Source: an optimization exercise on an open RTL-to-GDS flow (aim: small area, a short achievable clock period and few clock cycles per item). Production flows keep margins and buffers that such runs may drop. The RTL was checked by simulation tests, not by an equivalence proof against the original design. Power is estimated from default activity; no workload was simulated.

<file path="flow/flow/run.sh">
#!/bin/bash
# The standard layout (standard.sh), with port buffers of the given cell instead
# of the one buffer_ports picks by default.  make's output goes to standard.log;
# ORFS keeps each step's log under orfs/logs.
set -euo pipefail
export BUFFER_PORTS_ARGS="-buffer_cell sky130_fd_sc_hd__buf_2"
bash standard.sh > standard.log 2>&1
</file>
<file path="flow/standard.sh">
#!/bin/bash
# synth_recipe.tcl (not shown) runs the flow's synth.tcl, then flattens the netlist and writes it again
# the make line also repeats each setting of config.mk as NAME=value (left out here)
make -C /OpenROAD-flow-scripts/flow DESIGN_CONFIG=/design/flow/config.mk WORK_HOME=/design/flow/orfs CLKGATE_MAP_FILE= SYNTH_SCRIPT=/design/flow/synth_recipe.tcl "${@:-finish}"
</file>
<file path="flow/config.mk">
export PLATFORM = sky130hd
export DESIGN_NAME = mac
export DESIGN_NICKNAME = mac
export VERILOG_FILES = /design/flow/design.v
export SDC_FILE = /design/flow/constraint.sdc
export NUM_CORES = 4
export LEC_CHECK = 0
export CAP_MARGIN = 20
export CORE_MARGIN = 2
export CORE_UTILIZATION = 40
export SETUP_SLACK_MARGIN = 2.6
export SLEW_MARGIN = 20
export SYNTH_HIERARCHICAL = 1
export SYNTH_MINIMUM_KEEP_SIZE = 0
</file>
<file path="flow/constraint.sdc">
create_clock -name core_clock -period 7.0 [get_ports {clk}]
set_input_delay 1.4000 -clock core_clock [delete_from_list [all_inputs] [get_ports {clk}]]
set_output_delay 1.4000 -clock core_clock [all_outputs]
set_load 0.01 [all_outputs]
</file>
<file path="flow/design.v">
`timescale 1ns / 1ps
`timescale 1ns / 1ps
module mac (
    input  wire        clk,
    input  wire        rst,
    input  wire [31:0] x,
    input  wire [31:0] y,
    input  wire        start,
    output wire [31:0] z,
    output wire        busy
  );
  wire pp1 = ~(x[0] & y[0]);
  wire pp2 = ~(x[0] & y[1]);
  wire pp3 = ~(x[0] & y[2]);
  wire pp4 = ~(x[0] & y[3]);
  wire pp5 = ~(x[0] & y[4]);
  wire pp6 = ~(x[0] & y[5]);
  wire pp7 = ~(x[0] & y[6]);
  wire pp8 = x[0] & y[7];
  wire pp9 = ~(x[1] & y[0]);
  wire pp10 = ~(x[1] & y[1]);
  wire pp11 = ~(x[1] & y[2]);
  wire pp12 = ~(x[1] & y[3]);
  wire pp13 = ~(x[1] & y[4]);
  wire pp14 = ~(x[1] & y[5]);
  wire pp15 = ~(x[1] & y[6]);
  wire pp16 = x[1] & y[7];
  wire pp17 = ~(x[2] & y[0]);
  wire pp18 = ~(x[2] & y[1]);
  wire pp19 = ~(x[2] & y[2]);
  wire pp20 = ~(x[2] & y[3]);
  wire pp21 = ~(x[2] & y[4]);
  wire pp22 = ~(x[2] & y[5]);
  wire pp23 = ~(x[2] & y[6]);
  wire pp24 = x[2] & y[7];
  wire pp25 = ~(x[3] & y[0]);
  wire pp26 = ~(x[3] & y[1]);
  wire pp27 = ~(x[3] & y[2]);
  wire pp28 = ~(x[3] & y[3]);
  wire pp29 = ~(x[3] & y[4]);
  wire pp30 = ~(x[3] & y[5]);
  wire pp31 = ~(x[3] & y[6]);
  wire pp32 = x[3] & y[7];
  wire pp33 = ~(x[4] & y[0]);
  wire pp34 = ~(x[4] & y[1]);
  wire pp35 = ~(x[4] & y[2]);
  wire pp36 = ~(x[4] & y[3]);
  wire pp37 = ~(x[4] & y[4]);
  wire pp38 = ~(x[4] & y[5]);
  wire pp39 = ~(x[4] & y[6]);
  wire pp40 = x[4] & y[7];
  wire pp41 = ~(x[5] & y[0]);
  wire pp42 = ~(x[5] & y[1]);
  wire pp43 = ~(x[5] & y[2]);
  wire pp44 = ~(x[5] & y[3]);
  wire pp45 = ~(x[5] & y[4]);
  wire pp46 = ~(x[5] & y[5]);
  wire pp47 = ~(x[5] & y[6]);
  wire pp48 = x[5] & y[7];
  wire pp49 = ~(x[6] & y[0]);
  wire pp50 = ~(x[6] & y[1]);
  wire pp51 = ~(x[6] & y[2]);
  wire pp52 = ~(x[6] & y[3]);
  wire pp53 = ~(x[6] & y[4]);
  wire pp54 = ~(x[6] & y[5]);
  wire pp55 = ~(x[6] & y[6]);
  wire pp56 = x[6] & y[7];
  wire pp57 = x[7] & y[0];
  wire pp58 = x[7] & y[1];
  wire pp59 = x[7] & y[2];
  wire pp60 = x[7] & y[3];
  wire pp61 = x[7] & y[4];
  wire pp62 = x[7] & y[5];
  wire pp63 = x[7] & y[6];
  wire pp64 = ~(x[7] & y[7]);
  wire pp65 = ~(x[8] & y[8]);
  wire pp66 = ~(x[8] & y[9]);
  wire pp67 = ~(x[8] & y[10]);
  wire pp68 = ~(x[8] & y[11]);
  wire pp69 = ~(x[8] & y[12]);
  wire pp70 = ~(x[8] & y[13]);
  wire pp71 = ~(x[8] & y[14]);
  wire pp72 = x[8] & y[15];
  wire pp73 = ~(x[9] & y[8]);
  wire pp74 = ~(x[9] & y[9]);
  wire pp75 = ~(x[9] & y[10]);
  wire pp76 = ~(x[9] & y[11]);
  wire pp77 = ~(x[9] & y[12]);
  wire pp78 = ~(x[9] & y[13]);
  wire pp79 = ~(x[9] & y[14]);
  wire pp80 = x[9] & y[15];
  wire pp81 = ~(x[10] & y[8]);
  wire pp82 = ~(x[10] & y[9]);
  wire pp83 = ~(x[10] & y[10]);
  wire pp84 = ~(x[10] & y[11]);
  wire pp85 = ~(x[10] & y[12]);
  wire pp86 = ~(x[10] & y[13]);
  wire pp87 = ~(x[10] & y[14]);
  wire pp88 = x[10] & y[15];
  wire pp89 = ~(x[11] & y[8]);
  wire pp90 = ~(x[11] & y[9]);
  wire pp91 = ~(x[11] & y[10]);
  wire pp92 = ~(x[11] & y[11]);
  wire pp93 = ~(x[11] & y[12]);
  wire pp94 = ~(x[11] & y[13]);
  wire pp95 = ~(x[11] & y[14]);
  wire pp96 = x[11] & y[15];
  wire pp97 = ~(x[12] & y[8]);
  wire pp98 = ~(x[12] & y[9]);
  wire pp99 = ~(x[12] & y[10]);
  wire pp100 = ~(x[12] & y[11]);
  wire pp101 = ~(x[12] & y[12]);
  wire pp102 = ~(x[12] & y[13]);
  wire pp103 = ~(x[12] & y[14]);
  wire pp104 = x[12] & y[15];
  wire pp105 = ~(x[13] & y[8]);
  wire pp106 = ~(x[13] & y[9]);
  wire pp107 = ~(x[13] & y[10]);
  wire pp108 = ~(x[13] & y[11]);
  wire pp109 = ~(x[13] & y[12]);
  wire pp110 = ~(x[13] & y[13]);
  wire pp111 = ~(x[13] & y[14]);
  wire pp112 = x[13] & y[15];
  wire pp113 = ~(x[14] & y[8]);
  wire pp114 = ~(x[14] & y[9]);
  wire pp115 = ~(x[14] & y[10]);
  wire pp116 = ~(x[14] & y[11]);
  wire pp117 = ~(x[14] & y[12]);
  wire pp118 = ~(x[14] & y[13]);
  wire pp119 = ~(x[14] & y[14]);
  wire pp120 = x[14] & y[15];
  wire pp121 = x[15] & y[8];
  wire pp122 = x[15] & y[9];
  wire pp123 = x[15] & y[10];
  wire pp124 = x[15] & y[11];
  wire pp125 = x[15] & y[12];
  wire pp126 = x[15] & y[13];
  wire pp127 = x[15] & y[14];
  wire pp128 = ~(x[15] & y[15]);
  wire pp129 = ~(x[16] & y[16]);
  wire pp130 = ~(x[16] & y[17]);
  wire pp131 = ~(x[16] & y[18]);
  wire pp132 = ~(x[16] & y[19]);
  wire pp133 = ~(x[16] & y[20]);
  wire pp134 = ~(x[16] & y[21]);
  wire pp135 = ~(x[16] & y[22]);
  wire pp136 = x[16] & y[23];
  wire pp137 = ~(x[17] & y[16]);
  wire pp138 = ~(x[17] & y[17]);
  wire pp139 = ~(x[17] & y[18]);
  wire pp140 = ~(x[17] & y[19]);
  wire pp141 = ~(x[17] & y[20]);
  wire pp142 = ~(x[17] & y[21]);
  wire pp143 = ~(x[17] & y[22]);
  wire pp144 = x[17] & y[23];
  wire pp145 = ~(x[18] & y[16]);
  wire pp146 = ~(x[18] & y[17]);
  wire pp147 = ~(x[18] & y[18]);
  wire pp148 = ~(x[18] & y[19]);
  wire pp149 = ~(x[18] & y[20]);
  wire pp150 = ~(x[18] & y[21]);
  wire pp151 = ~(x[18] & y[22]);
  wire pp152 = x[18] & y[23];
  wire pp153 = ~(x[19] & y[16]);
  wire pp154 = ~(x[19] & y[17]);
  wire pp155 = ~(x[19] & y[18]);
  wire pp156 = ~(x[19] & y[19]);
  wire pp157 = ~(x[19] & y[20]);
  wire pp158 = ~(x[19] & y[21]);
  wire pp159 = ~(x[19] & y[22]);
  wire pp160 = x[19] & y[23];
  wire pp161 = ~(x[20] & y[16]);
  wire pp162 = ~(x[20] & y[17]);
  wire pp163 = ~(x[20] & y[18]);
  wire pp164 = ~(x[20] & y[19]);
  wire pp165 = ~(x[20] & y[20]);
  wire pp166 = ~(x[20] & y[21]);
  wire pp167 = ~(x[20] & y[22]);
  wire pp168 = x[20] & y[23];
  wire pp169 = ~(x[21] & y[16]);
  wire pp170 = ~(x[21] & y[17]);
  wire pp171 = ~(x[21] & y[18]);
  wire pp172 = ~(x[21] & y[19]);
  wire pp173 = ~(x[21] & y[20]);
  wire pp174 = ~(x[21] & y[21]);
  wire pp175 = ~(x[21] & y[22]);
  wire pp176 = x[21] & y[23];
  wire pp177 = ~(x[22] & y[16]);
  wire pp178 = ~(x[22] & y[17]);
  wire pp179 = ~(x[22] & y[18]);
  wire pp180 = ~(x[22] & y[19]);
  wire pp181 = ~(x[22] & y[20]);
  wire pp182 = ~(x[22] & y[21]);
  wire pp183 = ~(x[22] & y[22]);
  wire pp184 = x[22] & y[23];
  wire pp185 = x[23] & y[16];
  wire pp186 = x[23] & y[17];
  wire pp187 = x[23] & y[18];
  wire pp188 = x[23] & y[19];
  wire pp189 = x[23] & y[20];
  wire pp190 = x[23] & y[21];
  wire pp191 = x[23] & y[22];
  wire pp192 = ~(x[23] & y[23]);
  wire pp193 = ~(x[24] & y[24]);
  wire pp194 = ~(x[24] & y[25]);
  wire pp195 = ~(x[24] & y[26]);
  wire pp196 = ~(x[24] & y[27]);
  wire pp197 = ~(x[24] & y[28]);
  wire pp198 = ~(x[24] & y[29]);
  wire pp199 = ~(x[24] & y[30]);
  wire pp200 = x[24] & y[31];
  wire pp201 = ~(x[25] & y[24]);
  wire pp202 = ~(x[25] & y[25]);
  wire pp203 = ~(x[25] & y[26]);
  wire pp204 = ~(x[25] & y[27]);
  wire pp205 = ~(x[25] & y[28]);
  wire pp206 = ~(x[25] & y[29]);
  wire pp207 = ~(x[25] & y[30]);
  wire pp208 = x[25] & y[31];
  wire pp209 = ~(x[26] & y[24]);
  wire pp210 = ~(x[26] & y[25]);
  wire pp211 = ~(x[26] & y[26]);
  wire pp212 = ~(x[26] & y[27]);
  wire pp213 = ~(x[26] & y[28]);
  wire pp214 = ~(x[26] & y[29]);
  wire pp215 = ~(x[26] & y[30]);
  wire pp216 = x[26] & y[31];
  wire pp217 = ~(x[27] & y[24]);
  wire pp218 = ~(x[27] & y[25]);
  wire pp219 = ~(x[27] & y[26]);
  wire pp220 = ~(x[27] & y[27]);
  wire pp221 = ~(x[27] & y[28]);
  wire pp222 = ~(x[27] & y[29]);
  wire pp223 = ~(x[27] & y[30]);
  wire pp224 = x[27] & y[31];
  wire pp225 = ~(x[28] & y[24]);
  wire pp226 = ~(x[28] & y[25]);
  wire pp227 = ~(x[28] & y[26]);
  wire pp228 = ~(x[28] & y[27]);
  wire pp229 = ~(x[28] & y[28]);
  wire pp230 = ~(x[28] & y[29]);
  wire pp231 = ~(x[28] & y[30]);
  wire pp232 = x[28] & y[31];
  wire pp233 = ~(x[29] & y[24]);
  wire pp234 = ~(x[29] & y[25]);
  wire pp235 = ~(x[29] & y[26]);
  wire pp236 = ~(x[29] & y[27]);
  wire pp237 = ~(x[29] & y[28]);
  wire pp238 = ~(x[29] & y[29]);
  wire pp239 = ~(x[29] & y[30]);
  wire pp240 = x[29] & y[31];
  wire pp241 = ~(x[30] & y[24]);
  wire pp242 = ~(x[30] & y[25]);
  wire pp243 = ~(x[30] & y[26]);
  wire pp244 = ~(x[30] & y[27]);
  wire pp245 = ~(x[30] & y[28]);
  wire pp246 = ~(x[30] & y[29]);
  wire pp247 = ~(x[30] & y[30]);
  wire pp248 = x[30] & y[31];
  wire pp249 = x[31] & y[24];
  wire pp250 = x[31] & y[25];
  wire pp251 = x[31] & y[26];
  wire pp252 = x[31] & y[27];
  wire pp253 = x[31] & y[28];
  wire pp254 = x[31] & y[29];
  wire pp255 = x[31] & y[30];
  wire pp256 = ~(x[31] & y[31]);
  wire s257 = ~(pp1 ^ pp65);
  wire c258 = pp1 | pp65;
  wire s259, c259;
  mac_fa u259 (.a(pp129), .b(pp193), .ci(s257), .s(s259), .co(c259));
  wire s260 = ~(pp2 ^ pp9);
  wire c261 = pp2 | pp9;
  wire s262, c262;
  mac_fa u262 (.a(pp66), .b(pp73), .ci(pp130), .s(s262), .co(c262));
  wire s263, c263;
  mac_fa u263 (.a(pp137), .b(pp194), .ci(pp201), .s(s263), .co(c263));
  wire s264, c264;
  mac_fa u264 (.a(c258), .b(s260), .ci(s262), .s(s264), .co(c264));
  wire s265, c265;
  mac_fa u265 (.a(s263), .b(c259), .ci(s264), .s(s265), .co(c265));
  wire s266, c266;
  mac_fa u266 (.a(pp3), .b(pp10), .ci(pp17), .s(s266), .co(c266));
  wire s267, c267;
  mac_fa u267 (.a(pp67), .b(pp74), .ci(pp81), .s(s267), .co(c267));
  wire s268, c268;
  mac_fa u268 (.a(pp131), .b(pp138), .ci(pp145), .s(s268), .co(c268));
  wire s269, c269;
  mac_fa u269 (.a(pp195), .b(pp202), .ci(pp209), .s(s269), .co(c269));
  wire s270, c270;
  mac_fa u270 (.a(c261), .b(c262), .ci(c263), .s(s270), .co(c270));
  wire s271, c271;
  mac_fa u271 (.a(s266), .b(s267), .ci(s268), .s(s271), .co(c271));
  wire s272, c272;
  mac_fa u272 (.a(s269), .b(c264), .ci(s270), .s(s272), .co(c272));
  wire s273, c273;
  mac_fa u273 (.a(s271), .b(c265), .ci(s272), .s(s273), .co(c273));
  wire s274 = ~(pp4 ^ pp11);
  wire c275 = pp4 | pp11;
  wire s276, c276;
  mac_fa u276 (.a(pp18), .b(pp25), .ci(pp68), .s(s276), .co(c276));
  wire s277, c277;
  mac_fa u277 (.a(pp75), .b(pp82), .ci(pp89), .s(s277), .co(c277));
  wire s278, c278;
  mac_fa u278 (.a(pp132), .b(pp139), .ci(pp146), .s(s278), .co(c278));
  wire s279, c279;
  mac_fa u279 (.a(pp153), .b(pp196), .ci(pp203), .s(s279), .co(c279));
  wire s280, c280;
  mac_fa u280 (.a(pp210), .b(pp217), .ci(s274), .s(s280), .co(c280));
  wire s281, c281;
  mac_fa u281 (.a(c266), .b(c267), .ci(c268), .s(s281), .co(c281));
  wire s282, c282;
  mac_fa u282 (.a(c269), .b(s276), .ci(s277), .s(s282), .co(c282));
  wire s283, c283;
  mac_fa u283 (.a(s278), .b(s279), .ci(s280), .s(s283), .co(c283));
  wire s284, c284;
  mac_fa u284 (.a(c270), .b(c271), .ci(s281), .s(s284), .co(c284));
  wire s285, c285;
  mac_fa u285 (.a(s282), .b(s283), .ci(c272), .s(s285), .co(c285));
  wire s286, c286;
  mac_fa u286 (.a(s284), .b(c273), .ci(s285), .s(s286), .co(c286));
  wire s287 = ~(pp5 ^ pp12);
  wire c288 = pp5 | pp12;
  wire s289, c289;
  mac_fa u289 (.a(pp19), .b(pp26), .ci(pp33), .s(s289), .co(c289));
  wire s290, c290;
  mac_fa u290 (.a(pp69), .b(pp76), .ci(pp83), .s(s290), .co(c290));
  wire s291, c291;
  mac_fa u291 (.a(pp90), .b(pp97), .ci(pp133), .s(s291), .co(c291));
  wire s292, c292;
  mac_fa u292 (.a(pp140), .b(pp147), .ci(pp154), .s(s292), .co(c292));
  wire s293, c293;
  mac_fa u293 (.a(pp161), .b(pp197), .ci(pp204), .s(s293), .co(c293));
  wire s294, c294;
  mac_fa u294 (.a(pp211), .b(pp218), .ci(pp225), .s(s294), .co(c294));
  wire s295, c295;
  mac_fa u295 (.a(c275), .b(s287), .ci(c276), .s(s295), .co(c295));
  wire s296, c296;
  mac_fa u296 (.a(c277), .b(c278), .ci(c279), .s(s296), .co(c296));
  wire s297, c297;
  mac_fa u297 (.a(s289), .b(s290), .ci(s291), .s(s297), .co(c297));
  wire s298, c298;
  mac_fa u298 (.a(s292), .b(s293), .ci(s294), .s(s298), .co(c298));
  wire s299, c299;
  mac_fa u299 (.a(c280), .b(c281), .ci(c282), .s(s299), .co(c299));
  wire s300, c300;
  mac_fa u300 (.a(s295), .b(s296), .ci(s297), .s(s300), .co(c300));
  wire s301, c301;
  mac_fa u301 (.a(s298), .b(c283), .ci(c284), .s(s301), .co(c301));
  wire s302, c302;
  mac_fa u302 (.a(s299), .b(s300), .ci(c285), .s(s302), .co(c302));
  wire s303, c303;
  mac_fa u303 (.a(s301), .b(c286), .ci(s302), .s(s303), .co(c303));
  wire s304 = ~(pp6 ^ pp13);
  wire c305 = pp6 | pp13;
  wire s306, c306;
  mac_fa u306 (.a(pp20), .b(pp27), .ci(pp34), .s(s306), .co(c306));
  wire s307, c307;
  mac_fa u307 (.a(pp41), .b(pp70), .ci(pp77), .s(s307), .co(c307));
  wire s308, c308;
  mac_fa u308 (.a(pp84), .b(pp91), .ci(pp98), .s(s308), .co(c308));
  wire s309, c309;
  mac_fa u309 (.a(pp105), .b(pp134), .ci(pp141), .s(s309), .co(c309));
  wire s310, c310;
  mac_fa u310 (.a(pp148), .b(pp155), .ci(pp162), .s(s310), .co(c310));
  wire s311, c311;
  mac_fa u311 (.a(pp169), .b(pp198), .ci(pp205), .s(s311), .co(c311));
  wire s312, c312;
  mac_fa u312 (.a(pp212), .b(pp219), .ci(pp226), .s(s312), .co(c312));
  wire s313, c313;
  mac_fa u313 (.a(pp233), .b(c288), .ci(s304), .s(s313), .co(c313));
  wire s314, c314;
  mac_fa u314 (.a(c289), .b(c290), .ci(c291), .s(s314), .co(c314));
  wire s315, c315;
  mac_fa u315 (.a(c292), .b(c293), .ci(c294), .s(s315), .co(c315));
  wire s316, c316;
  mac_fa u316 (.a(s306), .b(s307), .ci(s308), .s(s316), .co(c316));
  wire s317, c317;
  mac_fa u317 (.a(s309), .b(s310), .ci(s311), .s(s317), .co(c317));
  wire s318, c318;
  mac_fa u318 (.a(s312), .b(s313), .ci(c295), .s(s318), .co(c318));
  wire s319, c319;
  mac_fa u319 (.a(c296), .b(c297), .ci(c298), .s(s319), .co(c319));
  wire s320, c320;
  mac_fa u320 (.a(s314), .b(s315), .ci(s316), .s(s320), .co(c320));
  wire s321, c321;
  mac_fa u321 (.a(s317), .b(c299), .ci(c300), .s(s321), .co(c321));
  wire s322, c322;
  mac_fa u322 (.a(s318), .b(s319), .ci(s320), .s(s322), .co(c322));
  wire s323, c323;
  mac_fa u323 (.a(c301), .b(s321), .ci(s322), .s(s323), .co(c323));
  wire s324 = ~(pp7 ^ pp14);
  wire c325 = pp7 | pp14;
  wire s326, c326;
  mac_fa u326 (.a(pp21), .b(pp28), .ci(pp35), .s(s326), .co(c326));
  wire s327, c327;
  mac_fa u327 (.a(pp42), .b(pp49), .ci(pp71), .s(s327), .co(c327));
  wire s328, c328;
  mac_fa u328 (.a(pp78), .b(pp85), .ci(pp92), .s(s328), .co(c328));
  wire s329, c329;
  mac_fa u329 (.a(pp99), .b(pp106), .ci(pp113), .s(s329), .co(c329));
  wire s330, c330;
  mac_fa u330 (.a(pp135), .b(pp142), .ci(pp149), .s(s330), .co(c330));
  wire s331, c331;
  mac_fa u331 (.a(pp156), .b(pp163), .ci(pp170), .s(s331), .co(c331));
  wire s332, c332;
  mac_fa u332 (.a(pp177), .b(pp199), .ci(pp206), .s(s332), .co(c332));
  wire s333, c333;
  mac_fa u333 (.a(pp213), .b(pp220), .ci(pp227), .s(s333), .co(c333));
  wire s334, c334;
  mac_fa u334 (.a(pp234), .b(pp241), .ci(c305), .s(s334), .co(c334));
  wire s335, c335;
  mac_fa u335 (.a(s324), .b(c306), .ci(c307), .s(s335), .co(c335));
  wire s336, c336;
  mac_fa u336 (.a(c308), .b(c309), .ci(c310), .s(s336), .co(c336));
  wire s337, c337;
  mac_fa u337 (.a(c311), .b(c312), .ci(s326), .s(s337), .co(c337));
  wire s338, c338;
  mac_fa u338 (.a(s327), .b(s328), .ci(s329), .s(s338), .co(c338));
  wire s339, c339;
  mac_fa u339 (.a(s330), .b(s331), .ci(s332), .s(s339), .co(c339));
  wire s340, c340;
  mac_fa u340 (.a(s333), .b(s334), .ci(c313), .s(s340), .co(c340));
  wire s341, c341;
  mac_fa u341 (.a(c314), .b(c315), .ci(c316), .s(s341), .co(c341));
  wire s342, c342;
  mac_fa u342 (.a(c317), .b(s335), .ci(s336), .s(s342), .co(c342));
  wire s343, c343;
  mac_fa u343 (.a(s337), .b(s338), .ci(s339), .s(s343), .co(c343));
  wire s344, c344;
  mac_fa u344 (.a(s340), .b(c318), .ci(c319), .s(s344), .co(c344));
  wire s345, c345;
  mac_fa u345 (.a(c320), .b(s341), .ci(s342), .s(s345), .co(c345));
  wire s346, c346;
  mac_fa u346 (.a(s343), .b(c321), .ci(c322), .s(s346), .co(c346));
  wire s347, c347;
  mac_fa u347 (.a(s344), .b(s345), .ci(c323), .s(s347), .co(c347));
  wire s348 = ~(pp8 ^ pp15);
  wire c349 = pp8 | pp15;
  wire s350, c350;
  mac_fa u350 (.a(pp22), .b(pp29), .ci(pp36), .s(s350), .co(c350));
  wire s351, c351;
  mac_fa u351 (.a(pp43), .b(pp50), .ci(pp57), .s(s351), .co(c351));
  wire s352, c352;
  mac_fa u352 (.a(pp72), .b(pp79), .ci(pp86), .s(s352), .co(c352));
  wire s353, c353;
  mac_fa u353 (.a(pp93), .b(pp100), .ci(pp107), .s(s353), .co(c353));
  wire s354, c354;
  mac_fa u354 (.a(pp114), .b(pp121), .ci(pp136), .s(s354), .co(c354));
  wire s355, c355;
  mac_fa u355 (.a(pp143), .b(pp150), .ci(pp157), .s(s355), .co(c355));
  wire s356, c356;
  mac_fa u356 (.a(pp164), .b(pp171), .ci(pp178), .s(s356), .co(c356));
  wire s357, c357;
  mac_fa u357 (.a(pp185), .b(pp200), .ci(pp207), .s(s357), .co(c357));
  wire s358, c358;
  mac_fa u358 (.a(pp214), .b(pp221), .ci(pp228), .s(s358), .co(c358));
  wire s359, c359;
  mac_fa u359 (.a(pp235), .b(pp242), .ci(pp249), .s(s359), .co(c359));
  wire s360, c360;
  mac_fa u360 (.a(c325), .b(s348), .ci(c326), .s(s360), .co(c360));
  wire s361, c361;
  mac_fa u361 (.a(c327), .b(c328), .ci(c329), .s(s361), .co(c361));
  wire s362, c362;
  mac_fa u362 (.a(c330), .b(c331), .ci(c332), .s(s362), .co(c362));
  wire s363, c363;
  mac_fa u363 (.a(c333), .b(s350), .ci(s351), .s(s363), .co(c363));
  wire s364, c364;
  mac_fa u364 (.a(s352), .b(s353), .ci(s354), .s(s364), .co(c364));
  wire s365, c365;
  mac_fa u365 (.a(s355), .b(s356), .ci(s357), .s(s365), .co(c365));
  wire s366, c366;
  mac_fa u366 (.a(s358), .b(s359), .ci(c334), .s(s366), .co(c366));
  wire s367, c367;
  mac_fa u367 (.a(c335), .b(c336), .ci(c337), .s(s367), .co(c367));
  wire s368, c368;
  mac_fa u368 (.a(c338), .b(c339), .ci(s360), .s(s368), .co(c368));
  wire s369, c369;
  mac_fa u369 (.a(s361), .b(s362), .ci(s363), .s(s369), .co(c369));
  wire s370, c370;
  mac_fa u370 (.a(s364), .b(s365), .ci(s366), .s(s370), .co(c370));
  wire s371, c371;
  mac_fa u371 (.a(c340), .b(c341), .ci(c342), .s(s371), .co(c371));
  wire s372, c372;
  mac_fa u372 (.a(c343), .b(s367), .ci(s368), .s(s372), .co(c372));
  wire s373, c373;
  mac_fa u373 (.a(s369), .b(s370), .ci(c344), .s(s373), .co(c373));
  wire s374, c374;
  mac_fa u374 (.a(c345), .b(s371), .ci(s372), .s(s374), .co(c374));
  wire s375, c375;
  mac_fa u375 (.a(c346), .b(s373), .ci(s374), .s(s375), .co(c375));
  wire s376 = ~(pp16 ^ pp23);
  wire c377 = pp16 | pp23;
  wire s378, c378;
  mac_fa u378 (.a(pp30), .b(pp37), .ci(pp44), .s(s378), .co(c378));
  wire s379, c379;
  mac_fa u379 (.a(pp51), .b(pp58), .ci(pp80), .s(s379), .co(c379));
  wire s380, c380;
  mac_fa u380 (.a(pp87), .b(pp94), .ci(pp101), .s(s380), .co(c380));
  wire s381, c381;
  mac_fa u381 (.a(pp108), .b(pp115), .ci(pp122), .s(s381), .co(c381));
  wire s382, c382;
  mac_fa u382 (.a(pp144), .b(pp151), .ci(pp158), .s(s382), .co(c382));
  wire s383, c383;
  mac_fa u383 (.a(pp165), .b(pp172), .ci(pp179), .s(s383), .co(c383));
  wire s384, c384;
  mac_fa u384 (.a(pp186), .b(pp208), .ci(pp215), .s(s384), .co(c384));
  wire s385, c385;
  mac_fa u385 (.a(pp222), .b(pp229), .ci(pp236), .s(s385), .co(c385));
  wire s386, c386;
  mac_fa u386 (.a(pp243), .b(pp250), .ci(c349), .s(s386), .co(c386));
  wire s387, c387;
  mac_fa u387 (.a(s376), .b(c350), .ci(c351), .s(s387), .co(c387));
  wire s388, c388;
  mac_fa u388 (.a(c352), .b(c353), .ci(c354), .s(s388), .co(c388));
  wire s389, c389;
  mac_fa u389 (.a(c355), .b(c356), .ci(c357), .s(s389), .co(c389));
  wire s390, c390;
  mac_fa u390 (.a(c358), .b(c359), .ci(s378), .s(s390), .co(c390));
  wire s391, c391;
  mac_fa u391 (.a(s379), .b(s380), .ci(s381), .s(s391), .co(c391));
  wire s392, c392;
  mac_fa u392 (.a(s382), .b(s383), .ci(s384), .s(s392), .co(c392));
  wire s393, c393;
  mac_fa u393 (.a(s385), .b(s386), .ci(c360), .s(s393), .co(c393));
  wire s394, c394;
  mac_fa u394 (.a(c361), .b(c362), .ci(c363), .s(s394), .co(c394));
  wire s395, c395;
  mac_fa u395 (.a(c364), .b(c365), .ci(s387), .s(s395), .co(c395));
  wire s396, c396;
  mac_fa u396 (.a(s388), .b(s389), .ci(s390), .s(s396), .co(c396));
  wire s397, c397;
  mac_fa u397 (.a(s391), .b(s392), .ci(c366), .s(s397), .co(c397));
  wire s398, c398;
  mac_fa u398 (.a(c367), .b(c368), .ci(c369), .s(s398), .co(c398));
  wire s399, c399;
  mac_fa u399 (.a(s393), .b(s394), .ci(s395), .s(s399), .co(c399));
  wire s400, c400;
  mac_fa u400 (.a(s396), .b(c370), .ci(s397), .s(s400), .co(c400));
  wire s401, c401;
  mac_fa u401 (.a(c371), .b(c372), .ci(s398), .s(s401), .co(c401));
  wire s402, c402;
  mac_fa u402 (.a(s399), .b(s400), .ci(c373), .s(s402), .co(c402));
  wire s403 = ~(pp24 ^ pp31);
  wire c404 = pp24 | pp31;
  wire s405, c405;
  mac_fa u405 (.a(pp38), .b(pp45), .ci(pp52), .s(s405), .co(c405));
  wire s406, c406;
  mac_fa u406 (.a(pp59), .b(pp88), .ci(pp95), .s(s406), .co(c406));
  wire s407, c407;
  mac_fa u407 (.a(pp102), .b(pp109), .ci(pp116), .s(s407), .co(c407));
  wire s408, c408;
  mac_fa u408 (.a(pp123), .b(pp152), .ci(pp159), .s(s408), .co(c408));
  wire s409, c409;
  mac_fa u409 (.a(pp166), .b(pp173), .ci(pp180), .s(s409), .co(c409));
  wire s410, c410;
  mac_fa u410 (.a(pp187), .b(pp216), .ci(pp223), .s(s410), .co(c410));
  wire s411, c411;
  mac_fa u411 (.a(pp230), .b(pp237), .ci(pp244), .s(s411), .co(c411));
  wire s412, c412;
  mac_fa u412 (.a(pp251), .b(c377), .ci(s403), .s(s412), .co(c412));
  wire s413, c413;
  mac_fa u413 (.a(c378), .b(c379), .ci(c380), .s(s413), .co(c413));
  wire s414, c414;
  mac_fa u414 (.a(c381), .b(c382), .ci(c383), .s(s414), .co(c414));
  wire s415, c415;
  mac_fa u415 (.a(c384), .b(c385), .ci(s405), .s(s415), .co(c415));
  wire s416, c416;
  mac_fa u416 (.a(s406), .b(s407), .ci(s408), .s(s416), .co(c416));
  wire s417, c417;
  mac_fa u417 (.a(s409), .b(s410), .ci(s411), .s(s417), .co(c417));
  wire s418, c418;
  mac_fa u418 (.a(c386), .b(s412), .ci(c387), .s(s418), .co(c418));
  wire s419, c419;
  mac_fa u419 (.a(c388), .b(c389), .ci(c390), .s(s419), .co(c419));
  wire s420, c420;
  mac_fa u420 (.a(c391), .b(c392), .ci(s413), .s(s420), .co(c420));
  wire s421, c421;
  mac_fa u421 (.a(s414), .b(s415), .ci(s416), .s(s421), .co(c421));
  wire s422, c422;
  mac_fa u422 (.a(s417), .b(c393), .ci(c394), .s(s422), .co(c422));
  wire s423, c423;
  mac_fa u423 (.a(c395), .b(c396), .ci(s418), .s(s423), .co(c423));
  wire s424, c424;
  mac_fa u424 (.a(s419), .b(s420), .ci(s421), .s(s424), .co(c424));
  wire s425, c425;
  mac_fa u425 (.a(c397), .b(c398), .ci(c399), .s(s425), .co(c425));
  wire s426, c426;
  mac_fa u426 (.a(s422), .b(s423), .ci(s424), .s(s426), .co(c426));
  wire s427, c427;
  mac_fa u427 (.a(c400), .b(c401), .ci(s425), .s(s427), .co(c427));
  wire s428, c428;
  mac_fa u428 (.a(pp32), .b(pp39), .ci(pp46), .s(s428), .co(c428));
  wire s429, c429;
  mac_fa u429 (.a(pp53), .b(pp60), .ci(pp96), .s(s429), .co(c429));
  wire s430, c430;
  mac_fa u430 (.a(pp103), .b(pp110), .ci(pp117), .s(s430), .co(c430));
  wire s431, c431;
  mac_fa u431 (.a(pp124), .b(pp160), .ci(pp167), .s(s431), .co(c431));
  wire s432, c432;
  mac_fa u432 (.a(pp174), .b(pp181), .ci(pp188), .s(s432), .co(c432));
  wire s433, c433;
  mac_fa u433 (.a(pp224), .b(pp231), .ci(pp238), .s(s433), .co(c433));
  wire s434, c434;
  mac_fa u434 (.a(pp245), .b(pp252), .ci(c404), .s(s434), .co(c434));
  wire s435, c435;
  mac_fa u435 (.a(c405), .b(c406), .ci(c407), .s(s435), .co(c435));
  wire s436, c436;
  mac_fa u436 (.a(c408), .b(c409), .ci(c410), .s(s436), .co(c436));
  wire s437, c437;
  mac_fa u437 (.a(c411), .b(s428), .ci(s429), .s(s437), .co(c437));
  wire s438, c438;
  mac_fa u438 (.a(s430), .b(s431), .ci(s432), .s(s438), .co(c438));
  wire s439, c439;
  mac_fa u439 (.a(s433), .b(s434), .ci(c412), .s(s439), .co(c439));
  wire s440, c440;
  mac_fa u440 (.a(c413), .b(c414), .ci(c415), .s(s440), .co(c440));
  wire s441, c441;
  mac_fa u441 (.a(c416), .b(c417), .ci(s435), .s(s441), .co(c441));
  wire s442, c442;
  mac_fa u442 (.a(s436), .b(s437), .ci(s438), .s(s442), .co(c442));
  wire s443, c443;
  mac_fa u443 (.a(s439), .b(c418), .ci(c419), .s(s443), .co(c443));
  wire s444, c444;
  mac_fa u444 (.a(c420), .b(c421), .ci(s440), .s(s444), .co(c444));
  wire s445, c445;
  mac_fa u445 (.a(s441), .b(s442), .ci(c422), .s(s445), .co(c445));
  wire s446, c446;
  mac_fa u446 (.a(c423), .b(c424), .ci(s443), .s(s446), .co(c446));
  wire s447, c447;
  mac_fa u447 (.a(s444), .b(c425), .ci(c426), .s(s447), .co(c447));
  wire s448, c448;
  mac_fa u448 (.a(pp40), .b(pp47), .ci(pp54), .s(s448), .co(c448));
  wire s449, c449;
  mac_fa u449 (.a(pp61), .b(pp104), .ci(pp111), .s(s449), .co(c449));
  wire s450, c450;
  mac_fa u450 (.a(pp118), .b(pp125), .ci(pp168), .s(s450), .co(c450));
  wire s451, c451;
  mac_fa u451 (.a(pp175), .b(pp182), .ci(pp189), .s(s451), .co(c451));
  wire s452, c452;
  mac_fa u452 (.a(pp232), .b(pp239), .ci(pp246), .s(s452), .co(c452));
  wire s453, c453;
  mac_fa u453 (.a(pp253), .b(c428), .ci(c429), .s(s453), .co(c453));
  wire s454, c454;
  mac_fa u454 (.a(c430), .b(c431), .ci(c432), .s(s454), .co(c454));
  wire s455, c455;
  mac_fa u455 (.a(c433), .b(s448), .ci(s449), .s(s455), .co(c455));
  wire s456, c456;
  mac_fa u456 (.a(s450), .b(s451), .ci(s452), .s(s456), .co(c456));
  wire s457, c457;
  mac_fa u457 (.a(c434), .b(c435), .ci(c436), .s(s457), .co(c457));
  wire s458, c458;
  mac_fa u458 (.a(c437), .b(c438), .ci(s453), .s(s458), .co(c458));
  wire s459, c459;
  mac_fa u459 (.a(s454), .b(s455), .ci(s456), .s(s459), .co(c459));
  wire s460, c460;
  mac_fa u460 (.a(c439), .b(c440), .ci(c441), .s(s460), .co(c460));
  wire s461, c461;
  mac_fa u461 (.a(c442), .b(s457), .ci(s458), .s(s461), .co(c461));
  wire s462, c462;
  mac_fa u462 (.a(s459), .b(c443), .ci(c444), .s(s462), .co(c462));
  wire s463, c463;
  mac_fa u463 (.a(s460), .b(s461), .ci(c445), .s(s463), .co(c463));
  wire s464, c464;
  mac_fa u464 (.a(pp48), .b(pp55), .ci(pp62), .s(s464), .co(c464));
  wire s465, c465;
  mac_fa u465 (.a(pp112), .b(pp119), .ci(pp126), .s(s465), .co(c465));
  wire s466, c466;
  mac_fa u466 (.a(pp176), .b(pp183), .ci(pp190), .s(s466), .co(c466));
  wire s467, c467;
  mac_fa u467 (.a(pp240), .b(pp247), .ci(pp254), .s(s467), .co(c467));
  wire s468, c468;
  mac_fa u468 (.a(c448), .b(c449), .ci(c450), .s(s468), .co(c468));
  wire s469, c469;
  mac_fa u469 (.a(c451), .b(c452), .ci(s464), .s(s469), .co(c469));
  wire s470, c470;
  mac_fa u470 (.a(s465), .b(s466), .ci(s467), .s(s470), .co(c470));
  wire s471, c471;
  mac_fa u471 (.a(c453), .b(c454), .ci(c455), .s(s471), .co(c471));
  wire s472, c472;
  mac_fa u472 (.a(c456), .b(s468), .ci(s469), .s(s472), .co(c472));
  wire s473, c473;
  mac_fa u473 (.a(s470), .b(c457), .ci(c458), .s(s473), .co(c473));
  wire s474, c474;
  mac_fa u474 (.a(c459), .b(s471), .ci(s472), .s(s474), .co(c474));
  wire s475, c475;
  mac_fa u475 (.a(c460), .b(c461), .ci(s473), .s(s475), .co(c475));
  wire s476, c476;
  mac_fa u476 (.a(s474), .b(c462), .ci(s475), .s(s476), .co(c476));
  wire s477, c477;
  mac_fa u477 (.a(pp56), .b(pp63), .ci(pp120), .s(s477), .co(c477));
  wire s478, c478;
  mac_fa u478 (.a(pp127), .b(pp184), .ci(pp191), .s(s478), .co(c478));
  wire s479, c479;
  mac_fa u479 (.a(pp248), .b(pp255), .ci(c464), .s(s479), .co(c479));
  wire s480, c480;
  mac_fa u480 (.a(c465), .b(c466), .ci(c467), .s(s480), .co(c480));
  wire s481, c481;
  mac_fa u481 (.a(s477), .b(s478), .ci(c468), .s(s481), .co(c481));
  wire s482, c482;
  mac_fa u482 (.a(c469), .b(c470), .ci(s479), .s(s482), .co(c482));
  wire s483, c483;
  mac_fa u483 (.a(s480), .b(c471), .ci(c472), .s(s483), .co(c483));
  wire s484, c484;
  mac_fa u484 (.a(s481), .b(s482), .ci(c473), .s(s484), .co(c484));
  wire s485, c485;
  mac_fa u485 (.a(c474), .b(s483), .ci(c475), .s(s485), .co(c485));
  wire s486, c486;
  mac_fa u486 (.a(pp64), .b(pp128), .ci(pp192), .s(s486), .co(c486));
  wire s487, c487;
  mac_fa u487 (.a(pp256), .b(c477), .ci(c478), .s(s487), .co(c487));
  wire s488, c488;
  mac_fa u488 (.a(s486), .b(c479), .ci(c480), .s(s488), .co(c488));
  wire s489, c489;
  mac_fa u489 (.a(s487), .b(c481), .ci(c482), .s(s489), .co(c489));
  wire s490, c490;
  mac_fa u490 (.a(s488), .b(c483), .ci(s489), .s(s490), .co(c490));
  wire s491, c491;
  mac_fa u491 (.a(c486), .b(c487), .ci(c488), .s(s491), .co(c491));
  wire s492, c492;
  mac_fa u492 (.a(c489), .b(s491), .ci(c490), .s(s492), .co(c492));
  reg  [37:0] r;
  always @(posedge clk)
  begin
    if (start)
      r <= {c492, c491, s492, c485, s490, c484, s485, c476, s484, s476, c463, s463, c447, s462, c446, s447, c427, s446, s445, s427, c402, s426, s402, c375, s401, c374, s375, c347, s347, s346, c303, s323, c302, s303, s286, s273, s265, s259};
  end
  wire s493, c493;
  mac_fa u493 (.a(r[5]), .b(r[6]), .ci(r[7]), .s(s493), .co(c493));
  wire s494, c494;
  mac_fa u494 (.a(r[8]), .b(r[9]), .ci(c493), .s(s494), .co(c494));
  wire s495 = r[10] ^ r[11];
  wire c496 = r[10] & r[11];
  wire s497, c497;
  mac_fa u497 (.a(r[12]), .b(r[13]), .ci(r[14]), .s(s497), .co(c497));
  wire s498, c498;
  mac_fa u498 (.a(r[15]), .b(c496), .ci(s497), .s(s498), .co(c498));
  wire s499, c499;
  mac_fa u499 (.a(r[16]), .b(r[17]), .ci(r[18]), .s(s499), .co(c499));
  wire s500 = c497 ^ s499;
  wire c501 = c497 & s499;
  wire s502, c502;
  mac_fa u502 (.a(r[19]), .b(r[20]), .ci(r[21]), .s(s502), .co(c502));
  wire s503, c503;
  mac_fa u503 (.a(r[22]), .b(c499), .ci(s502), .s(s503), .co(c503));
  wire s504, c504;
  mac_fa u504 (.a(r[23]), .b(r[24]), .ci(r[25]), .s(s504), .co(c504));
  wire s505, c505;
  mac_fa u505 (.a(r[26]), .b(c502), .ci(s504), .s(s505), .co(c505));
  wire s506, c506;
  mac_fa u506 (.a(r[27]), .b(r[28]), .ci(c504), .s(s506), .co(c506));
  wire s507, c507;
  mac_fa u507 (.a(r[29]), .b(r[30]), .ci(r[31]), .s(s507), .co(c507));
  wire s508, c508;
  mac_fa u508 (.a(r[32]), .b(r[33]), .ci(r[34]), .s(s508), .co(c508));
  wire [17:0] sum = ~({1'b1, r[36], r[35], c507, s507, c505, c503, c501, s500, s498, s495, s494, s493, r[4], r[3], r[2], r[1], r[0]} + {1'b0, r[37], c508, s508, c506, s506, s505, s503, c498, 1'b0, c494, 1'b0, 1'b0, 1'b0, 1'b0, 1'b0, 1'b0, 1'b0});
  assign z    = {{14{sum[17]}}, sum};
  assign busy = 1'b0;
endmodule
module mac_fa (
    input  wire a,
    input  wire b,
    input  wire ci,
    output wire s,
    output wire co
  );
  assign s  = a ^ b ^ ci;
  assign co = (a & b) | (a & ci) | (b & ci);
endmodule
</file>
==> impl_metrics.ini, run 1 <==
[layout]
antennaDiodeCount = 0
largest_reg_flops = 38
drive_gt1_frac = 0.331
num-nets-final = 1044
top_regs = r x38
syn2layout_area_growth_pct = 19.6
regMostFlops = r
seqCellArea_mm2 = 0.00114
fillerInstances = 1765
multiInputGateArea_mm2 = 0.00670
fin_area_mm2 = 0.00941

[placement]
hpwl_um = 18000
portBuffers = 97
placed_cell_area_mm2 = 0.00857
dp_slack_ns = 2.06
place_congestion = 0.876

[timing]
tns_ns = 0
setup_viol = 0
fin_ws_ns = 2.52
report.final.slew_viol_count = 0
hold_viol = 0
timing.fmax_ghz = 0.223
fin_crit_sh = 0.641
rsz0062_at_grt = yes
fin_hold_ws_ns = 1.65
fin_crit_ns = 4.48
maxSlewHeadroom = 0.470
worstMarginPinSlew_ns = 0.795

[logic_synthesis]
synth_top_area_frac = 0.585
ys_warn_count = 7
synth-async-reset-ratio = 0
synth-edff-count = 38
synthDistinctLibCells = 37
syn_nets = 994
syn_area_per_cell_um2 = 11.6
synth_common_cells = fa_1 (230), nand2_1 (188), and2_1 (68)
ys_seq_area_frac = 0.145
synth_most_common_cell = fa_1
synthTopCellsByArea = fa_1 (59%), edfxtp_1 (15%), nand2_1 (9.0%)
yosysTopAreaCell = fa_1
synth_area_mm2 = 0.00787
synth_cells = 676
synth-main-ff-cell = edfxtp_1
synth_seq_cells = 38

[floorplan]
core_area_mm2 = 0.0194
pin_count = 100
fp.dieH_um = 144
rows = 51
dieArea_mm2 = 0.0208
die_w_um = 144
initial_core_util = 0.406

[critical_path]
cp_slowest_cell = fa_1
crit_chain = buf_6 -> nand2_1 -> fa_1 -> fa_2 -> fa_1 -> fa_2 -> fa_1 -> fa_2
critical_path_class = in -> reg
max_stage_delay_ns = 0.55
cp_max_fo = 8
cp.arrival_ns = 4.50
critPathLaunchType = primary input
cp.required_ns = 7.02
cp-end-kind = register

[route]
vias = 5052
wirelength_um = 20600
ant_nets = 0
first_iter_violations = 251
routedWlPerCell_um = 20.7
route.detailed.drc = 0
routed_via_density = 5.09
drtPass1Iterations = 4

[grt]
first_global_vias = 5843
grt-ovfl-total = 0
grt_max_degree = 39
grt_pass1_wl_um = 32000
grt.total_usage = 0.207
antenna_found_initial = 0

[pwr]
powerDensity_mw_per_mm2 = 526
power.ir.vdd_worst_mv = 0.296
power.total_mw = 4.95
power.leakage_nw = 3.45

[clock_tree]
cts_buffers = 5
cts-htree-levels = 2
cts_tree = yes
cts_buffer_depth = 2
cts_sinks = 38
root_buffer = clkbuf_16
clk_pin_slew_ns = 0.05

[job]
drv_cap = 0

[run_status]
status = timing/DRC/antenna clean

[worst_hold_path]
hp-class = in -> reg
-- per-layer routing --
metal | vias up | GRT usage | share of wire
li1 | 2142 | - | -
met1 | 2695 | 0.284 | 0.43
met2 | 193 | 0.344 | 0.49
met3 | 22 | 0.0305 | 0.062
met4 | 0 | 0.0664 | 0.015
met5 | - | 0 | 0
-- modules after synthesis, one instance, submodules excluded --
module  flip-flops and latches  area [um2]  copies in the design  cells
mac                         38        3260                     1    446
mac_fa                       0        20.0                   230      1
-- report_power, final --
| part | internal, mW | switching [mW] |
|---|---|---|
| Sequential | 0.523 | 0.0514 |
| Combinational | 1.94 | 2.15 |
| Clock | 0.203 | 0.0801 |
-- final timing paths --
path / endpoint / from / cells past startpoint
setup / recovery: r[11]$_DFFE_PP_ / y[10] / 8
hold / removal: r[0]$_DFFE_PP_ / y[16] / 3
-- stage by stage --
step	std cells	utilization
after floorplan	676	-
after global placement	978	0.442
after detailed placement	978	0.442
after CTS	988	0.471
after global routing	992	0.485
final	992	0.485
-- worst max-delay path: cells and delay by family --
kind | cells | cell delay (ns)
fa+ha+maj | 6 | 2.88
buf+inv | 1 | 0.12
simple gates | 1 | 0.09
-- cells in the final DEF (no fill, tap or decap), types with 3 or more instances in the layout --
cell,n
xnor2_1,4
and2_1,59
inv_1,30
xor2_1,3
buf_12,9
fa_1,145
buf_8,4
clkbuf_4,3
ha_1,16
nand2_1,171
buf_6,31
and2_4,9
clkbuf_16,5
buf_2,41
fa_2,85
edfxtp_1,38
buf_4,15
nand2_2,18
ha_4,3
-- what timing repair did --
action	in CTS	in global routing
hold buffers	0	0
hold endpoints to repair	0	0
setup endpoints to repair	28	27
pin swaps	35	17
gates resized for setup	104	70
setup buffers	2	4
-- area by class of cell --
cell class	instances	area share
sequential	38	0.121
timing repair buffer	103	0.0988
tap	265	0.0352
clock buffer	5	0.0133
clock inverter	3	0.00678
inverter	31	0.0124
multi-input combinational	547	0.712
-- kinds of logic (layout without fill, tap and decap cells) --
family,after synthesis,in the layout,synth area share
and+or+nand+nor,269,269,0.154
AOI/OAI and AO/OA,19,19,0.0219
xor gates and xnor gates,7,7,0.00779
DFF,38,38,0.145
other,1,1,0.000477
buffers and inverters,91,142,0.0520
adders and majority gates,251,251,0.619
Testbench counts, summed over its fixed seeds: cycles 512, items 512.
==> run 2, diff against run 1 <==
--- a/flow/config.mk
+++ b/flow/config.mk
@@ -8,7 +8,7 @@
 export CAP_MARGIN = 20
 export CORE_MARGIN = 2
 export CORE_UTILIZATION = 40
-export SETUP_SLACK_MARGIN = 2.6
+export SETUP_SLACK_MARGIN = 2.35
 export SLEW_MARGIN = 20
 export SYNTH_HIERARCHICAL = 1
 export SYNTH_MINIMUM_KEEP_SIZE = 0
==> impl_metrics.ini, run 2 <==
[route]
wirelength_um = 20500
routedWlPerCell_um = 20.7
vias = 5135
drtPass1Iterations = 5
ant_nets = 0
route.detailed.drc = 0
first_iter_violations = 384
routed_via_density = 5.20

[logic_synthesis]
ys_seq_area_frac = 0.145
syn_nets = 994
synth_cells = 676
synth-edff-count = 38
synth-async-reset-ratio = 0
synth_area_mm2 = 0.00787
synth_top_area_frac = 0.585
synth_compound_area_frac = 0.0219
synth-xor-area-share = 0.00779
synth_seq_cells = 38
synth-main-ff-cell = edfxtp_1
synth_most_common_cell = fa_1
muxShareOfSynthArea = 0
yosysTopAreaCell = fa_1
synth-simple-area-share = 0.154
ys_warn_count = 7
syn_area_per_cell_um2 = 11.6
synthDistinctLibCells = 37
synth_top_family_by_area = adder cells
synth_fa_ha_area_frac = 0.619
synthTopCellsByArea = fa_1 (59%), edfxtp_1 (15%), nand2_1 (9.0%)
synth_common_cells = fa_1 (230), nand2_1 (188), and2_1 (68)

[clock_tree]
root_buffer = clkbuf_16
clk_pin_slew_ns = 0.06
cts_hold_buf = 0
cts_tree = yes
cts_buffers = 5
cts_buffer_depth = 2
cts-htree-levels = 2
cts_sinks = 38

[pwr]
power.total_mw = 4.58
power.ir.vdd_worst_mv = 0.340
powerDensity_mw_per_mm2 = 525
power.leakage_nw = 3.32

[layout]
num-nets-final = 1039
largest_reg_flops = 38
antennaDiodeCount = 0
regMostFlops = r
top_regs = r x38
drive_gt1_frac = 0.187
syn2layout_area_growth_pct = 11.1
multiInputGateArea_mm2 = 0.00640
final_common_cell = fa_1
seqCellArea_mm2 = 0.00114
fillerInstances = 1834
final_cell_mix = fa_1 (218), nand2_1 (188), buf_2 (76)

[critical_path]
critical_path_class = in -> reg
cp.arrival_ns = 4.60
cp-end-kind = register
critPathLaunchType = primary input
cp.required_ns = 7.03
cp_max_fo = 8

[timing]
fin_crit_sh = 0.653
tns_ns = 0
rsz0062_at_grt = no
timing.fmax_ghz = 0.219
setup_viol = 0
report.final.slew_viol_count = 0
worstMarginPinSlew_ns = 0.852
fin_crit_ns = 4.57
hold_viol = 0
maxSlewHeadroom = 0.432

[grt]
grt_max_degree = 39
antenna_found_initial = 0
grt-ovfl-total = 0
first_global_vias = 5698
grt.total_usage = 0.208
grt_pass1_wl_um = 31700

[floorplan]
die_w_um = 144
pin_count = 100
initial_core_util = 0.406
rows = 51
dieArea_mm2 = 0.0208
fp.dieH_um = 144
core_area_mm2 = 0.0194

[placement]
place_congestion = 0.912
portBuffers = 97
hpwl_um = 18000

[run_status]
status = timing/DRC/antenna clean

[worst_hold_path]
hp-class = in -> reg

[job]
drv_cap = 0
==> run 2: cell counts after synthesis <==
Identical to the previous run, type by type.
==> run 2: per-layer routing <==
metal,routed length [um],track usage
met5,0,0
met1,8150,0.281
met3,1470,0.0414
met2,10400,0.346
met4,443,0.0603
==> run 2: repair_timing <==
item	in CTS	in global routing
endpoints found under the setup margin	17	20
setup buffers	1	0
gates resized for setup	7	27
pin swaps	4	5
==> run 2: path summary, 6_finish.rpt <==
check,startpoint,endpoint,slack (ns),cells after the start
hold / removal,x[24],r[0]$_DFFE_PP_,1.65,3
setup / recovery,x[4],r[11]$_DFFE_PP_,2.43,8
==> run 2: per-stage QoR <==
step | instance area (um2) | util | std cells | hold WS [ns] | setup WS [ns]
2_1_floorplan | 7940 | - | 676 | 1.51 | 2.28
3_3_place_gp | 8410 | 0.434 | 978 | 1.86 | 2.04
3_5_place_dp | 8410 | 0.434 | 978 | 1.85 | 1.99
4_1_cts | 8670 | 0.447 | 987 | 1.65 | 2.36
5_1_grt | 8740 | 0.450 | 987 | 1.66 | 2.35
6_report | 8740 | 0.450 | 987 | 1.65 | 2.43
==> run 2: logic make-up (layout without fill, tap and decap cells) <==
group | Yosys count | after routing
AO/OA/AOI/OAI | 19 | 19
AND/OR/NAND/NOR | 269 | 269
flip-flops | 38 | 38
adder cells (fa/ha/maj) | 251 | 251
XOR/XNOR | 7 | 7
other | 1 | 1
buffers and inverters | 91 | 137
==> run 2: where the power goes <==
| part | switching [mW] | internal (mW) |
|---|---|---|
| clock network | 0.0929 | 0.205 |
| registers | 0.0534 | 0.523 |
| logic | 2.04 | 1.67 |
==> run 2: Yosys stat by module (local to each module, per instance) <==
module / flip-flops and latches / copies in the design
mac: 38 / 1
mac_fa: 0 / 230
==> run 2: area by class of cell <==
| class | count | area share |
|---|---|---|
| multi-input cells | 547 | 0.732 |
| flip-flops and latches | 38 | 0.131 |
| repair buffers | 98 | 0.0639 |
| well taps | 265 | 0.0379 |
| clock buffers | 5 | 0.0143 |
| inverters | 31 | 0.0133 |
| clock inverters | 3 | 0.00788 |
==> run 2: critical path, cell delays in order <==
cell	delay, ns
buf_4	0.14
nand2_1	0.10
fa_2	0.64
fa_1	0.47
fa_2	0.41
fa_1	0.56
fa_1	0.43
fa_1	0.44
==> run 3, diff against run 2 <==
--- a/flow/config.mk
+++ b/flow/config.mk
@@ -8,7 +8,6 @@
 export CAP_MARGIN = 20
 export CORE_MARGIN = 2
 export CORE_UTILIZATION = 40
-export SETUP_SLACK_MARGIN = 2.35
 export SLEW_MARGIN = 20
 export SYNTH_HIERARCHICAL = 1
 export SYNTH_MINIMUM_KEEP_SIZE = 0
==> impl_metrics.ini, run 3 <==
[logic_synthesis]
yosysTopAreaCell = fa_1
ys_seq_area_frac = 0.145
synth_top_area_frac = 0.585
ys_warn_count = 7
synth_area_mm2 = 0.00787
synth-main-ff-cell = edfxtp_1
synthTopCellsByArea = fa_1 (59%), edfxtp_1 (15%), nand2_1 (9.0%)
synthDistinctLibCells = 37
synth_most_common_cell = fa_1
synth_seq_cells = 38
synth_cells = 676
syn_area_per_cell_um2 = 11.6
synth_common_cells = fa_1 (230), nand2_1 (188), and2_1 (68)
syn_nets = 994
synth-async-reset-ratio = 0
synth-edff-count = 38

[route]
routed_via_density = 5.13
wirelength_um = 20200
route.detailed.drc = 0
vias = 5061
ant_nets = 0
first_iter_violations = 289
drtPass1Iterations = 5
routedWlPerCell_um = 20.5

[run_status]
status = timing/DRC/antenna clean

[clock_tree]
cts-htree-levels = 2
ctsResizeCount = 0
cts_hold_buf = 0
cts_buffer_depth = 2
root_buffer = clkbuf_16
cts_buffers = 5
cts_sinks = 38
postCtsSetupRepairBufs = 0
clk_pin_slew_ns = 0.06
cts_tree = yes

[pwr]
powerDensity_mw_per_mm2 = 508
power.ir.vdd_worst_mv = 0.405
clkPwrFrac = 0.069
power_switching_mw = 2.09
cellInternalPower_mw = 2.27
pwr-share-comb = 0.800
power.leakage_nw = 3.30
p_seq_frac = 0.132
sw_frac_of_total = 0.479
power.total_mw = 4.36

[placement]
portBuffers = 97
placed_cell_area_mm2 = 0.00839
place_inst = 978
dp_slack_ns = 2.00
place_congestion = 0.884
hpwl_um = 17600

[critical_path]
cp.required_ns = 5.60
path_common_cell = fa_1
critPathTopFamily = adder cells
cp-end-kind = output pin
critical_path_class = reg -> out
cp_num_buf_inv = 1
cp_max_fo = 15
cp_slowest_cell = fa_1
cp.arrival_ns = 3.33
critPathLaunchType = register
max_stage_delay_ns = 0.56
crit_chain = fa_1 -> fa_1 -> ha_1 -> nand2_2 -> o21ai_2 -> a2111oi_2 -> nor3_2 -> buf_2

[timing]
timing.fmax_ghz = 0.211
fin_crit_ns = 4.73
setup_viol = 0
rsz0062_at_grt = no
report.final.slew_viol_count = 0
hold_viol = 0
maxSlewHeadroom = 0.435
fin_hold_ws_ns = 1.63
fin_crit_sh = 0.676
fin_ws_ns = 2.27
tns_ns = 0
worstMarginPinSlew_ns = 0.847

[layout]
top_regs = r x38
fin_util = 0.443
final_cell_mix = fa_1 (230), nand2_1 (188), buf_2 (97)
drive_gt1_frac = 0.164
regMostFlops = r
antennaDiodeCount = 0
num-nets-final = 1038
final_common_cell = fa_1
syn2layout_area_growth_pct = 9.19
fin_area_mm2 = 0.00859
layout.cells.non_filler = 986
largest_reg_flops = 38

[floorplan]
dieArea_mm2 = 0.0208
pin_count = 100
die_w_um = 144
initial_core_util = 0.406
core_area_mm2 = 0.0194
rows = 51
fp.dieH_um = 144

[grt]
first_global_vias = 5494
antenna_found_initial = 0
grt_pass1_wl_um = 31700
grt-ovfl-total = 0
grt_max_degree = 39
grt.total_usage = 0.208

[job]
drv_cap = 0

[worst_hold_path]
hp-class = in -> reg
[run 3: cell counts after synthesis]
No cell type changed its count.
[run 3: area by class of cell]
class,instances,area [um2]
clock buffers,5,125
clock inverters,3,68.8
fillers,1862,10800
inverters,31,116
multi-input cells,547,6320
flip-flops and latches,38,1140
well taps,265,332
repair buffers,97,485
[run 3: worst paths after layout]
kind	startpoint	end	slack (ns)	cells past startpoint
max	r[23]$_DFFE_PP_	z[24]	2.27	8
min	x[24]	r[0]$_DFFE_PP_	1.63	3
[run 3: routing by layer]
metal	GRT usage	share of wire	vias up
met5	0	0	-
met3	0.0377	0.069	25
li1	-	-	2137
met4	0.0521	0.019	0
met1	0.297	0.42	2708
met2	0.335	0.49	191
[run 3: kinds of logic after synthesis]
group | count (synthesis) | synth area share
AOI/OAI and AO/OA | 19 | 0.0219
and+or+nand+nor | 269 | 0.154
xor gates and xnor gates | 7 | 0.00779
buffers and inverters | 91 | 0.0520
DFF | 38 | 0.145
adders and majority gates | 251 | 0.619
other | 1 | 0.000477
[run 3: tightest hold or removal path, stage by stage]
cell and delay [ns]:
buf_2 0.16, nand2_1 0.09, fa_1 0.17
[run 3: per-module statistics from Yosys, one instance, submodules excluded]
module / flops+latches / cells
mac: 38 / 446
mac_fa: 0 / 1
[run 3: power groups by stage]
| stage | clock network [mW] | logic (mW) | registers (mW) |
|---|---|---|---|
| 2_1_floorplan | 0 | 2.66 | 0.570 |
| 3_3_place_gp | 0 | 3.51 | 0.579 |
| 3_5_place_dp | 0 | 3.56 | 0.582 |
| 4_1_cts | 0.307 | 3.58 | 0.578 |
| 5_1_grt | 0.314 | 3.97 | 0.592 |
| 6_report | 0.300 | 3.49 | 0.574 |
==> run 4, diff against run 3 <==
--- a/flow/config.mk
+++ b/flow/config.mk
@@ -8,6 +8,7 @@
 export CAP_MARGIN = 20
 export CORE_MARGIN = 2
 export CORE_UTILIZATION = 40
+export SETUP_SLACK_MARGIN = 2.45
 export SLEW_MARGIN = 20
 export SYNTH_HIERARCHICAL = 1
 export SYNTH_MINIMUM_KEEP_SIZE = 0
==> impl_metrics.ini, run 4 <==
[run_status]
status = timing/DRC/antenna clean

[layout]
top_regs = r x38
largest_reg_flops = 38
syn2layout_area_growth_pct = 14.2
regMostFlops = r
num-nets-final = 1042
drive_gt1_frac = 0.269
antennaDiodeCount = 0
final_cell_mix = fa_1 (179), nand2_1 (178), and2_1 (61)
fin_area_mm2 = 0.00899
final_common_cell = fa_1

[timing]
maxSlewHeadroom = 0.430
worstMarginPinSlew_ns = 0.855
fin_crit_sh = 0.643
tns_ns = 0
timing.fmax_ghz = 0.222
report.final.slew_viol_count = 0
fin_crit_ns = 4.50
setup_viol = 0
rsz0062_at_grt = yes
hold_viol = 0

[placement]
portBuffers = 97
place_congestion = 0.895
hpwl_um = 17900
placed_cell_area_mm2 = 0.00851

[floorplan]
rows = 51
pin_count = 100
fp.dieH_um = 144
die_w_um = 144
dieArea_mm2 = 0.0208
initial_core_util = 0.406
core_area_mm2 = 0.0194

[worst_hold_path]
min_from = x[16]
holdPathStages = 3
hp-class = in -> reg

[clock_tree]
root_buffer = clkbuf_16
cts_buffer_depth = 2
cts_tree = yes
cts_sinks = 38
cts_buffers = 5
cts-htree-levels = 2
clk_pin_slew_ns = 0.06

[critical_path]
cp.arrival_ns = 4.53
path_common_cell = fa_1
max_stage_delay_ns = 0.61
cp.required_ns = 7.03
critPathTopFamily = adder cells
cp_max_fo = 8
critPathLaunchType = primary input
cp-startpoint = x[5]
cp-end-kind = register
critical_path_class = in -> reg
cp_slowest_cell = fa_1
worst-path-stages = 8
cp_num_buf_inv = 1
crit_chain = clkbuf_4 -> and2_1 -> fa_1 -> fa_1 -> fa_1 -> fa_1 -> fa_1 -> fa_1

[logic_synthesis]
synthDistinctLibCells = 37
synth_seq_cells = 38
synth-edff-count = 38
yosysTopAreaCell = fa_1
synth_common_cells = fa_1 (230), nand2_1 (188), and2_1 (68)
synth_most_common_cell = fa_1
synth_area_mm2 = 0.00787
synth_cells = 676
syn_nets = 994
synth_top_area_frac = 0.585
ys_seq_area_frac = 0.145
ys_warn_count = 7
syn_area_per_cell_um2 = 11.6
synthTopCellsByArea = fa_1 (59%), edfxtp_1 (15%), nand2_1 (9.0%)
synth-async-reset-ratio = 0
synth-main-ff-cell = edfxtp_1

[route]
routedWlPerCell_um = 21.1
wirelength_um = 20900
ant_nets = 0
first_iter_violations = 428
drtPass1Iterations = 5
routed_via_density = 5.23
route.detailed.drc = 0
vias = 5174

[grt]
grt_pass1_wl_um = 32100
antenna_found_initial = 0
grt.total_usage = 0.211
grt_max_degree = 39
first_global_vias = 5810
grt-ovfl-total = 0

[job]
drv_cap = 0

[pwr]
power.ir.vdd_worst_mv = 0.427
power.leakage_nw = 3.34
powerDensity_mw_per_mm2 = 526
[run 4: cell count changes in the layout (fill, tap and decap cells not counted), sizes merged]
cell,change
bufinv,-2
clkinvlp,+1
buf,-14
clkinv,+1
clkbuf,+18
[run 4: logic make-up (layout without fill, tap and decap cells)]
group                    after synthesis  count (layout)  synth area share
buffers and inverters                 91             140            0.0520
XOR/XNOR                               7               7           0.00779
AND/OR/NAND/NOR                      269             269             0.154
adder cells (fa/ha/maj)              251             251             0.619
flip-flops                            38              38             0.145
AO/OA/AOI/OAI                         19              19            0.0219
other                                  1               1          0.000477
[run 4: layer usage]
layer	vias to the layer above	wire length [um]	track usage
li1	2140	-	-
met1	2743	8450	0.293
met2	248	10400	0.341
met3	43	1570	0.0371
met4	0	507	0.0629
met5	-	0	0
[run 4: per-module statistics from Yosys, one instance, submodules excluded]
module | cells inside | times used | area [um2]
mac | 446 | 1 | 3260
mac_fa | 1 | 230 | 20.0
[run 4: area by class of cell]
cell class              count  area (um2)
repair buffers            101         688
multi-input cells         547        6570
well taps                 265         332
clock buffers               5         125
inverters                  31         116
flip-flops and latches     38        1140
clock inverters             3        16.3
fillers                  1806       10400
[run 4: metrics by stage]
step,util,setup WS [ns],cells,power (mW),hold WS (ns)
6_report,0.463,2.50,990,4.73,1.62
5_1_grt,0.463,2.43,990,5.24,1.62
4_1_cts,0.452,2.45,988,4.64,1.63
3_5_place_dp,0.439,2.06,978,4.22,1.85
3_3_place_gp,0.439,2.08,978,4.12,1.85
2_1_floorplan,-,2.32,676,3.29,1.51
[run 4: path summary, 6_finish.rpt]
path	endpoint	slack, ns
max	r[35]$_DFFE_PP_	2.50
min	r[0]$_DFFE_PP_	1.62
[run 4: repair_timing]
item	CTS	global route
hold endpoints to repair	0	0
hold buffers	0	0
pin swaps	5	25
buffers inserted	2	2
cloned	0	0
endpoints found under the setup margin	17	20
gates resized for setup	22	79
[run 4: power breakdown]
part	switching [mW]	total (mW)	internal, mW
logic	2.11	3.93	1.82
clock network	0.0901	0.220	0.130
registers	0.0524	0.576	0.523
total	2.25	4.73	2.48

## what the ideal ports hide
Ports are ideal in the flow. The routed layouts listed here were re-timed in OpenROAD. Step 1, drivers: a clkbuf_16 drives clk and a buf_2 each remaining input, both assumed. Step 2, shift: input delay + t, output delay - t, t = (earliest + latest rising clock arrival at the registers) / 2. This alone moves slack from input paths to output paths. Slacks: ideal / step 1 / step 2; pairs: ideal / step 1.
| run | shift t [ns] | setup WS [ns] | slew at the worst register clock pin (ns) |
|---|---|---|---|
| run 1 | 0.311 | 2.516 / 2.509 / 2.198 | 0.05 / 0.05 |
| run 2 | 0.331 | 2.426 / 2.426 / 2.096 | 0.06 / 0.06 |
| run 3 | 0.334 | 2.270 / 2.228 / 1.986 | 0.06 / 0.06 |
| run 4 | 0.331 | 2.496 / 2.493 / 2.163 | 0.06 / 0.06 |
After both steps setup and hold are still met in every run listed. The setup slack of run 4, which loses most, moves by -0.003 ns with the drivers and by -0.333 ns with both steps.
